Context: an optimization exercise on an open-source flow, tuned for small area, a short achievable clock period and few clock cycles. The choices shown serve that exercise and are no tape-out recipe.
The RTL was checked by simulation tests, not by an equivalence proof against the original design.

==> design.v <==
module geofence (clk, reset, X, Y, valid, is_inside);
input               clk;
input               reset;
input       [9:0]   X;
input       [9:0]   Y;
output              valid;
output  reg     is_inside;
reg         [19:0]  OBJ;     
reg         [19:0]  SEN0;    
reg         [19:0]  SEN1;
reg         [19:0]  SEN2;
reg         [19:0]  SEN3;
reg         [19:0]  SEN4;
reg         [19:0]  SEN5;
reg         [19:0]  A;
reg         [19:0]  B;
reg         [19:0]  C;
wire                buff_out;  
reg         [2:0]   cnt;             
reg         [2:0]   cnt_sort;        
integer i;
reg     [4:0]   state;
reg     [4:0]   nstate;
parameter READ_XY   = 0,
            SORT1   = 1,
            EXCH1   = 2,  
            SORT2   = 3,
            EXCH2   = 4,
            SORT3   = 5,
            EXCH3   = 6,
            SORT4   = 7,
            EXCH4   = 8,
            COMP01  = 9,
            COMP12  = 10,  
            COMP23  = 11,
            COMP34  = 12,
            COMP45  = 13,
            COMP50  = 14,
            FINISH  = 15;
assign valid = (state == FINISH) ? 1'b1 : 1'b0;
cross_product u_cross_product(.x0({1'b0, A[19:10]}), .y0({1'b0, A[9:0]}), .x1({1'b0, B[19:10]}), .y1({1'b0, B[9:0]}), .x2({1'b0, C[19:10]}), .y2({1'b0, C[9:0]}), .out(buff_out));
always @(posedge clk or posedge reset) begin
    if (reset) begin
        is_inside <= 1'b1;
    end
    else begin
        if (state == READ_XY) begin
            is_inside <= 1'b1;
        end
        else if (state == COMP01 || state == COMP12 || state == COMP23 || state == COMP34 || state == COMP45 || state == COMP50) begin
            is_inside <= is_inside & (~buff_out);
        end
    end
end
always @(posedge clk or posedge reset) begin : CROSS_PRODUCT_INPUT
    if (reset) begin
        {A, B, C} <= 60'b0;
    end
    else begin
        case (state)
            SORT1   : {A, B, C} <= {SEN0, SEN1, SEN2};
            SORT2   : {A, B, C} <= {SEN0, SEN2, SEN3};
            SORT3   : {A, B, C} <= {SEN0, SEN3, SEN4};
            SORT4   : {A, B, C} <= {SEN0, SEN4, SEN5};
            EXCH4   : {A, B, C} <= {OBJ , SEN0, SEN1};
            COMP01  : {A, B, C} <= {OBJ , SEN1, SEN2};
            COMP12  : {A, B, C} <= {OBJ , SEN2, SEN3};
            COMP23  : {A, B, C} <= {OBJ , SEN3, SEN4};
            COMP34  : {A, B, C} <= {OBJ , SEN4, SEN5};
            COMP45  : {A, B, C} <= {OBJ , SEN5, SEN0};
            default : {A, B, C} <= {A, B, C};
        endcase
    end
end
always @(posedge clk or posedge reset) begin : READ_INPUT
    if (reset) begin
        OBJ     <= 20'b0;
        SEN0    <= 20'b0;
        SEN1    <= 20'b0;
        SEN2    <= 20'b0;
        SEN3    <= 20'b0;
        SEN4    <= 20'b0;
        SEN5    <= 20'b0;
    end
    else begin
        if (state == READ_XY) begin
            case(cnt)
                3'd0 : OBJ  <= {X, Y};
                3'd1 : SEN0 <= {X, Y};
                3'd2 : SEN1 <= {X, Y};
                3'd3 : SEN2 <= {X, Y};
                3'd4 : SEN3 <= {X, Y};
                3'd5 : SEN4 <= {X, Y};
                3'd6 : SEN5 <= {X, Y};
                default : OBJ  <= OBJ;
            endcase
        end
        else begin
            case (state)
                EXCH1 : {SEN1, SEN2} <= (buff_out) ? {SEN2, SEN1} : {SEN1, SEN2};
                EXCH2 : {SEN2, SEN3} <= (buff_out) ? {SEN3, SEN2} : {SEN2, SEN3};
                EXCH3 : {SEN3, SEN4} <= (buff_out) ? {SEN4, SEN3} : {SEN3, SEN4};
                EXCH4 : {SEN4, SEN5} <= (buff_out) ? {SEN5, SEN4} : {SEN4, SEN5};
                default : OBJ  <= OBJ;
            endcase
        end
    end
end
always @(posedge clk or posedge reset) begin
    if (reset) begin
        cnt_sort <= 3'd0;
    end
    else begin
        if (state == FINISH) begin
            cnt_sort <= 3'd0;
        end
        else if (state == EXCH4) begin
            cnt_sort <= cnt_sort + 3'd1;
        end
    end
end
always @(posedge clk or posedge reset) begin : COUNTER_INPUT
    if (reset) begin
        cnt <= 3'b0;
    end
    else begin
        if (state == FINISH) begin
            cnt <= 3'b0;
        end
        else if (state == READ_XY) begin
            cnt <= cnt + 3'b1;
        end
    end
end
always @(*) begin
    case(state)
        READ_XY : nstate = (cnt == 3'd6) ? SORT1 : READ_XY;
        SORT1   : nstate = EXCH1;
        EXCH1   : nstate = SORT2;
        SORT2   : nstate = EXCH2;
        EXCH2   : nstate = SORT3;
        SORT3   : nstate = EXCH3;
        EXCH3   : nstate = SORT4;
        SORT4   : nstate = EXCH4;
        EXCH4   : nstate = (cnt_sort == 3'd3) ? COMP01 : SORT1;
        COMP01  : nstate = COMP12;
        COMP12  : nstate = COMP23;
        COMP23  : nstate = COMP34;
        COMP34  : nstate = COMP45;
        COMP45  : nstate = COMP50;
        COMP50  : nstate = FINISH;
        FINISH  : nstate = READ_XY;
        default : nstate = READ_XY;
    endcase
end
always @(posedge clk or posedge reset) begin
    if (reset) begin
        state <= READ_XY;
    end
    else begin
        state <= nstate;
    end
end
endmodule
module cross_product(x0, y0, x1, y1, x2, y2, out);
    input signed    [10:0]  x0, y0;  
    input signed    [10:0]  x1, y1;
    input signed    [10:0]  x2, y2;
    output          out;  
    wire signed     [10:0]  x1_x0;  
    wire signed     [10:0]  y2_y0;  
    wire signed     [10:0]  x2_x0;  
    wire signed     [10:0]  y1_y0;  
    wire signed     [20:0]  Ax_By;  
    wire signed     [20:0]  Bx_Ay;  
    assign x1_x0 = x1 - x0;
    assign y2_y0 = y2 - y0;
    assign x2_x0 = x2 - x0;
    assign y1_y0 = y1 - y0;
    assign Ax_By = x1_x0 * y2_y0; 
    assign Bx_Ay = x2_x0 * y1_y0;
    assign out = (Ax_By > Bx_Ay) ? 1'b1 : 1'b0;
endmodule
==> run.sh <==
#!/bin/bash
# synth_recipe.tcl (not shown) runs the flow's synth.tcl, then flattens the netlist and writes it again
# the make line also repeats each setting of config.mk as NAME=value (left out here)
make -C /OpenROAD-flow-scripts/flow DESIGN_CONFIG=/design/flow/config.mk WORK_HOME=/design/flow/orfs CLKGATE_MAP_FILE= SYNTH_SCRIPT=/design/flow/synth_recipe.tcl finish
==> config.mk <==
export PLATFORM = sky130hd
export DESIGN_NAME = geofence
export DESIGN_NICKNAME = geofence
export VERILOG_FILES = /design/flow/design.v
export SDC_FILE = /design/flow/constraint.sdc
export NUM_CORES = 4
export LEC_CHECK = 0
export CAP_MARGIN = 20
export CORE_MARGIN = 2
export CORE_UTILIZATION = 40
export PLACE_DENSITY = 0.6
export SLEW_MARGIN = 20
==> constraint.sdc <==
create_clock -name core_clock -period 10.0 [get_ports {clk}]
set_input_delay 2.0000 -clock core_clock [delete_from_list [all_inputs] [get_ports {clk}]]
set_output_delay 2.0000 -clock core_clock [all_outputs]
set_load 0.01 [all_outputs]
==> results of run 1 <==
how the worst max path moves through the flow:
stage / start / endpoint / slack, ns / cells after the start
2_1_floorplan: B[10]$_DFFE_PP0P_ / SEN3[0]$_DFFE_PP0P_ / 1.44 / 35
3_3_place_gp: B[10]$_DFFE_PP0P_ / SEN4[6]$_DFFE_PP0P_ / 0.64 / 35
3_5_place_dp: B[10]$_DFFE_PP0P_ / SEN4[15]$_DFFE_PP0P_ / 0.39 / 35
4_1_cts: B[10]$_DFFE_PP0P_ / SEN4[6]$_DFFE_PP0P_ / 0.41 / 35
5_1_grt: A[11]$_DFFE_PP0P_ / SEN2[17]$_DFFE_PP0P_ / 0.01 / 38
6_report: B[10]$_DFFE_PP0P_ / SEN3[11]$_DFFE_PP0P_ / 0.53 / 34
per-layer routing:
layer  part of all wire  global-route usage
met1               0.44               0.316
met2               0.46               0.375
met3              0.062              0.0205
met4              0.030              0.0729
met5            0.00027                   0
layout make-up:
class                   instances  area share
well taps                     696      0.0365
clock buffers                  35      0.0290
multi-input cells            1760       0.623
inverters                     368      0.0582
flip-flops and latches        211       0.221
clock inverters                 5     0.00315
repair buffers                 80      0.0283
worst max-delay path, delay by kind of cell, from the launching register on:
family / cells / cell delay (ns)
buffers and inverters: 5 / 0.52
and+or+nand+nor: 7 / 1.37
AOI/OAI and AO/OA: 10 / 2.29
xor gates and xnor gates: 2 / 0.71
muxes: 1 / 0.37
DFF: 1 / 0.36
adders and majority gates: 9 / 3.73
what timing repair did:
action | 4_1_cts | 5_1_grt
gates resized for setup | 0 | 7
setup endpoints to repair | 0 | 97
setup buffers | 0 | 1
stage by stage:
stage / area, um^2 / worst slack (ns)
after global routing: 23800 / 0.0130
after detailed placement: 23100 / 0.390
after global placement: 23000 / 0.635
after CTS: 23800 / 0.406
final: 23800 / 0.528
after floorplan: 22000 / 1.44
state kept, by name (all words and copies together) (netlist names):
signal,count
SEN4,20
SEN0,20
is_inside,1
cnt,3
SEN3,20
C,20
A,20
cnt_sort,3
SEN2,20
B,20
SEN5,20
state,4
SEN1,20
OBJ,20
cell families after synthesis:
kind of cell             count (synthesis)  synth area share
AND/OR/NAND/NOR                        739             0.144
multiplexers                            85            0.0467
buffers and inverters                  495            0.0871
XOR/XNOR                                96            0.0383
flip-flops                             211             0.240
adder cells (fa/ha/maj)                388             0.300
AO/OA/AOI/OAI                          452             0.143
layout by cell type, fill, tap and decap left out, types with 19 or more instances in the layout:
cell type / n
dfrtp_1: 210
fa_1: 230
ha_1: 158
nand2_1: 290
nor2_1: 249
and3_1: 27
nor2b_1: 28
xnor2_1: 61
mux2_2: 60
mux2_4: 20
o21ai_0: 58
buf_4: 55
o22ai_1: 20
a21oi_1: 95
a221oi_1: 42
nand3_1: 55
clkdlybuf4s50_1: 23
a222oi_1: 40
a2bb2oi_1: 20
nand2b_1: 19
inv_1: 366
xor2_1: 34
clkbuf_16: 23
a31oi_1: 80
==> metrics.yaml, run 1 <==
critical_path:
  end_kind: "flip-flop"
  r2r_setup_slack_ns: 0.53
  slowest_delay_ns: 0.56
  worstSetupPathType: "flip-flop to flip-flop"
  ff2ff_path_depth: 34
  critPathLaunchType: "flip-flop"
  r2r-start: "B[10]$_DFFE_PP0P_"
  r2r_end: "SEN3[11]$_DFFE_PP0P_"
  worstPathMaxFanout: 14
  cpMaxStageDelayCell: "fa_1"
  required_ns: 10.39
  arrival_ns: 9.87
  worst_path_most_repeated_cell: "fa_1"
worst_hold_path:
  min_to: "A[19]$_DFFE_PP0P_"
  hold_class: "flip-flop to flip-flop"
  hold-path-cell-count: 2
  hp-start: "OBJ[19]$_DFFE_PP0P_"
die:
  io-pin-count: 24
  die_h_um: 238
  fp.dieW_um: 238
  coreArea_um2: 54000
  rows: 85
  die_area_um2: 56800
  initial_core_util: 0.407
timing:
  period_share: 0.947
  maxSlewHeadroom: 0.293
  setup_violations: 0
  hold_viol_final: 0
  drv_slew: 0
  whs_ns: 0.475
  clock_skew_ns: 0.0126
  min_period_ns: 9.47
  tns_ns: 0
  tightest_slew_ns: 1.05
  timing.fmax_mhz: 106
  rsz0062_at_grt: "no"
cells_and_area:
  n_antenna_cell: 0
  layout.cells.non_filler: 3155
  fin_util: 0.441
  multiInputGateArea_um2: 14900
  fin_nets: 2853
  synthToLayoutAreaGrowth_pct: 8.56
  nFillCells: 5199
  drive_gt1_frac: 0.0862
  regArea_um2: 5280
place:
  gp_congestion: 0.869
  port_buffers: 23
  dp.cells: 3114
  post-dp-hpwl_um: 47100
grt:
  grt_pass1_wl_um: 103000
  grt-ovfl-total: 0
  grt_pass1_vias: 18300
  grt_max_degree: 138
  grt_usage: 0.227
  antenna_found_initial: 2
synth:
  synth-edff-count: 0
  synth_top_area_frac: 0.239
  synth_top_area_cell: "dfrtp_1"
  syn_area_per_cell_um2: 8.91
  async_flop_share: 1.00
  syn_inst: 2466
  synth.distinct_cells: 63
  yosys-top-cells-count: "inv_1, nand2_1, nor2_1"
  synth_flop_cell: "dfrtp_1"
  synth.most_common_cell: "inv_1"
  yosysWarnings: 1
  syn_nets: 2876
  synth.area.top_cells: "dfrtp_1, fa_1, ha_1, inv_1, nand2_1"
  syn-cell-area_um2: 22000
  ys_seq_elements: 211
  seq_area_frac_synth: 0.240
route:
  wl_um: 63500
  via_count: 17700
  drc_errors: 0
  vias_per_cell: 5.60
  antenna_left: 0
  wl_per_cell_um: 20.1
  dr.pass1.iters: 10
  dr.first_iter.drc_count: 1800
clocking:
  htree_num_levels: 1
  cts.clk_slew.worst_paths_ns: 0.06
  cts_root_buffer: "clkbuf_16"
  hold_buffers: 0
  insertion_delay_ns: 0.51
  numClockSinks: 211
  cts_buffer_depth: 3
  cts_buffers: 22
  tritoncts: "done"
status:
  outcome: "complete, no violations"
run:
  maxCapViolCount: 0
Testbench counts, summed over its fixed seeds: cycles 147,200.
==> run 2, diff against run 1 <==
==> design.v (replaced) <==
module geofence (clk, reset, X, Y, valid, is_inside);
input               clk;
input               reset;
input       [9:0]   X;
input       [9:0]   Y;
output  reg         valid;
output  reg         is_inside;
reg     [3:0]   cnt;         
reg     [9:0]   PX, PY;
reg signed [10:0] VX, VY;    
reg signed [10:0] LX, LY, RX, RY;
reg             deg;         
wire signed [10:0] dx = {1'b0, X} - {1'b0, PX};
wire signed [10:0] dy = {1'b0, Y} - {1'b0, PY};
wire signed [21:0] a = LX * VY - LY * VX;
wire signed [21:0] b = VX * RY - VY * RX;
wire a_neg = a[21];
wire b_neg = b[21];
wire a_pos = ~a[21] & (|a);
wire b_pos = ~b[21] & (|b);
wire v_zero = ~(|VX) & ~(|VY);
wire opp = (|LX) ? (VX[10] ^ LX[10]) : (VY[10] ^ LY[10]);
wire first = (cnt == 4'd2);
wire step  = (cnt >= 4'd2) && (cnt <= 4'd7);
wire cov_now = v_zero | (~a_pos & ~b_pos & (~deg | opp));
always @(posedge clk or posedge reset) begin
    if (reset) begin
        cnt   <= 4'd0;
        valid <= 1'b0;
    end else begin
        cnt   <= (cnt == 4'd8) ? 4'd0 : cnt + 4'd1;
        valid <= (cnt == 4'd7);
    end
end
always @(posedge clk) begin
    if (cnt == 4'd0) begin
        PX <= X;
        PY <= Y;
    end
    VX <= dx;
    VY <= dy;
    if (first) begin
        LX <= VX; LY <= VY;
        RX <= VX; RY <= VY;
        deg <= 1'b1;
        is_inside <= v_zero;
    end else if (step) begin
        if (a_neg) begin LX <= VX; LY <= VY; end
        if (b_neg) begin RX <= VX; RY <= VY; end
        if (a_neg | b_neg) deg <= 1'b0;
        is_inside <= is_inside | cov_now;
    end
end
endmodule
==> run 2 against run 1 <==
Net effect: still clean; register-to-register slack better by 1.6 ns; via count is 10% lower; cell area is 5.1% higher; die area is 8.0% higher; area after synthesis rose by 8.2%; utilization is 1.6 points lower; worst setup slack gained 1.6 ns; non-clock buffer count fell by 33; sequential share of layout area shrank 12 points; clock skew is 0.0049 ns lower; highest routed layer is now met4.
==> metrics.yaml, run 2 <==
synth:
  synth.area.top_cells: "fa_1, inv_1, ha_1, edfxtp_1, and2_1"
  synth_top_area_cell: "fa_1"
  syn-cell-area_um2: 23800  # +8.2%
  syn_inst: 2477  # +0.45%
  yosysWarnings: 1  # unchanged
  synth.distinct_cells: 77  # +22%
  synth.most_common_cell: "inv_1"
  syn_nets: 3218  # +12%
  async_flop_share: 0.0538  # -0.946
  synth_top_area_frac: 0.448  # +0.209
  syn_area_per_cell_um2: 9.59  # +7.7%
  seq_area_frac_synth: 0.107  # -0.134
  yosys-top-cells-count: "inv_1, fa_1, and2_1"
  ys_seq_elements: 93  # -56%
  synth-edff-count: 65  # +65
  synth_flop_cell: "edfxtp_1"
grt:
  grt_usage: 0.192  # -0.0349
  grt_pass1_vias: 17600  # -3.7%
  grt-ovfl-total: 0  # unchanged
  grt_max_degree: 28  # -80%
  grt_pass1_wl_um: 92300  # -10%
  antenna_found_initial: 0  # -2
place:
  gp_congestion: 0.902  # +3.8%
  post-dp-hpwl_um: 44800  # -4.9%
  port_buffers: 23  # unchanged
die:
  die_h_um: 248  # +3.9%
  coreArea_um2: 58900  # +9.0%
  initial_core_util: 0.403  # -0.00329
  fp.dieW_um: 248  # +3.9%
  io-pin-count: 24  # unchanged
  rows: 89  # +4.7%
  die_area_um2: 61400  # +8.0%
clocking:
  cts_buffers: 9  # -59%
  cts_buffer_depth: 2  # -1
  insertion_delay_ns: 0.36  # -0.15 ns
  cts_root_buffer: "clkbuf_16"
  cts.clk_slew.worst_paths_ns: 0.07  # about the same
  tritoncts: "done"
  numClockSinks: 93  # -56%
  hold_buffers: 0  # unchanged
  cts_setup_buffers: 0  # unchanged
  cts-resized-gates: 0  # unchanged
  htree_num_levels: 3  # +2
critical_path:
  worstPathMaxFanout: 27  # +13
  end_kind: "flip-flop"
  worstSetupPathType: "flip-flop to flip-flop"
  required_ns: 10.23  # -0.16 ns
  r2r_setup_slack_ns: 2.09  # +1.56 ns
  critPathLaunchType: "flip-flop"
  ff2ff_path_depth: 24  # -29%
  arrival_ns: 8.14  # -1.73 ns
timing:
  hold_viol_final: 0  # unchanged
  period_share: 0.791  # -0.156
  timing.fmax_mhz: 126  # +20%
  min_period_ns: 7.91  # -1.56 ns
  clock_skew_ns: 0.00770  # -0.00485 ns
  setup_violations: 0  # unchanged
  rsz0062_at_grt: "no"
  maxSlewHeadroom: 0.352  # +0.0587
  drv_slew: 0  # unchanged
  tns_ns: 0  # unchanged
  tightest_slew_ns: 0.971  # -0.0816 ns
status:
  outcome: "complete, no violations"
cells_and_area:
  multiInputGateArea_um2: 18200  # +23%
  n_antenna_cell: 0  # unchanged
  regArea_um2: 2540  # -52%
  drive_gt1_frac: 0.0266  # -0.0596
  fin_nets: 3176  # +11%
  final_cell_mix: "inv_1, fa_1, and2_1, nand2_1, ha_1"
  final_common_cell: "inv_1"
  nFillCells: 5697  # +9.6%
  synthToLayoutAreaGrowth_pct: 5.47
route:
  antenna_left: 0  # unchanged
  wl_per_cell_um: 17.0  # -16%
  via_count: 15800  # -10%
  dr.first_iter.drc_count: 933  # -48%
  drc_errors: 0  # unchanged
  dr.pass1.iters: 7  # -3
  wl_um: 54500  # -14%
  vias_per_cell: 4.92  # -12%
worst_hold_path:
  hold_class: "flip-flop to flip-flop"
  hold-path-cell-count: 1  # -1
run:
  maxCapViolCount: 0  # unchanged
==> run 2: cell count changes after synthesis, moves of 59 or more <==
cell / change
nand2_1: -105
and2_1: +268
mux2_2: -59
nor2_1: -208
fa_1: +302
inv_1: +318
a31oi_1: -76
dfrtp_1: -205
edfxtp_1: +65
a21oi_1: -65
==> run 2: routing by layer <==
metal / track usage / vias to the layer above / wire (um)
li1: - / 7184 / -
met4: 0.0553 / 0 / 1550
met3: 0.0190 / 78 / 2150
met2: 0.330 / 365 / 27000
met5: 0 / - / 0
met1: 0.259 / 8174 / 23800
==> run 2: logic make-up (layout without fill, tap and decap cells) <==
logic type               after synthesis  count (layout)  share of synthesized area
XOR/XNOR                              61              61                     0.0231
AO/OA/AOI/OAI                        159             159                     0.0479
multiplexers                           5               5                    0.00216
AND/OR/NAND/NOR                      653             653                      0.147
adder cells (fa/ha/maj)              719             719                      0.547
buffers and inverters                787             750                      0.126
flip-flops                            93              93                      0.107
==> run 2: path summary, 6_finish.rpt <==
check | endpoint | startpoint
worst min register to register | cnt[0]$_DFF_PP0_ | cnt[0]$_DFF_PP0_
max in group asynchronous | cnt[3]$_DFF_PP0_ | reset
min in group asynchronous | cnt[2]$_DFF_PP0_ | reset
worst max register to register | is_inside$_DFFE_PP_ | VX[10]$_DFF_P_
worst max-delay path | is_inside$_DFFE_PP_ | VX[10]$_DFF_P_
worst min-delay path | cnt[0]$_DFF_PP0_ | cnt[0]$_DFF_PP0_
==> run 2: stage by stage <==
stage | cells | util | area [um^2] | hold slack [ns] | worst slack (ns)
after floorplan | 2477 | - | 23800 | 0.424 | 2.25
after global placement | 3196 | 0.420 | 24700 | 0.467 | 2.12
final | 3213 | 0.425 | 25100 | 0.496 | 2.09
after CTS | 3213 | 0.425 | 25000 | 0.493 | 1.95
after global routing | 3213 | 0.425 | 25100 | 0.509 | 1.60
after detailed placement | 3197 | 0.420 | 24700 | 0.486 | 1.96
==> run 2: final cells by class <==
type | count | area share
Clock buffer | 9 | 0.00899
Sequential cell | 93 | 0.101
Tap cell | 773 | 0.0386
Inverter | 687 | 0.103
Clock inverter | 7 | 0.00370
Timing Repair Buffer | 47 | 0.0165
Multi-Input combinational cell | 1597 | 0.728
==> run 2: critical path: stages, from the launching register on <==
cell and delay [ns]:
dfxtp_1 0.31, buf_4 0.35, nand2_1 0.22, fa_1 0.58, inv_1 0.07, fa_1 0.73, inv_1 0.18, fa_1 0.51
inv_1 0.05, fa_1 0.48, fa_1 0.51, fa_1 0.49, inv_1 0.05, fa_1 0.47, inv_1 0.04, ha_1 0.46
o21a_1 0.18, o21ai_0 0.08, nor2b_1 0.15, o21ai_0 0.39, nand4_1 0.20, nor3_1 0.17, nand3_1 0.11, o41ai_1 0.74
a221o_1 0.26
Testbench counts of run 2, summed over its fixed seeds: cycles 28,800.

-- static timing again, ports no longer ideal --
In the flow no input, the clock included, has a driving cell. The finished layouts below were timed again as built, in two steps.
Step 1 sets driving cells, clkbuf_16 on the clock port and buf_2 on the other inputs (assumed; they add their load-dependent delay and slew).
Step 2 also shifts input and output timing later by t, the mid clock arrival at the registers, as if the neighbouring blocks saw the same clock.
Slacks: no drivers / after step 1 / after step 2; pairs: no drivers / after step 1.
run | shift t [ns] | setup WS [ns] | clock arrival spread, ns | cell pins on the clock port's net
run 1 | 0.558 | 0.528 / 0.528 / 0.528 | 0.013 / 0.013 | 1
run 2 | 0.397 | 2.090 / 2.090 / 2.090 | 0.008 / 0.008 | 1
After both steps setup and hold are still met in every run listed.
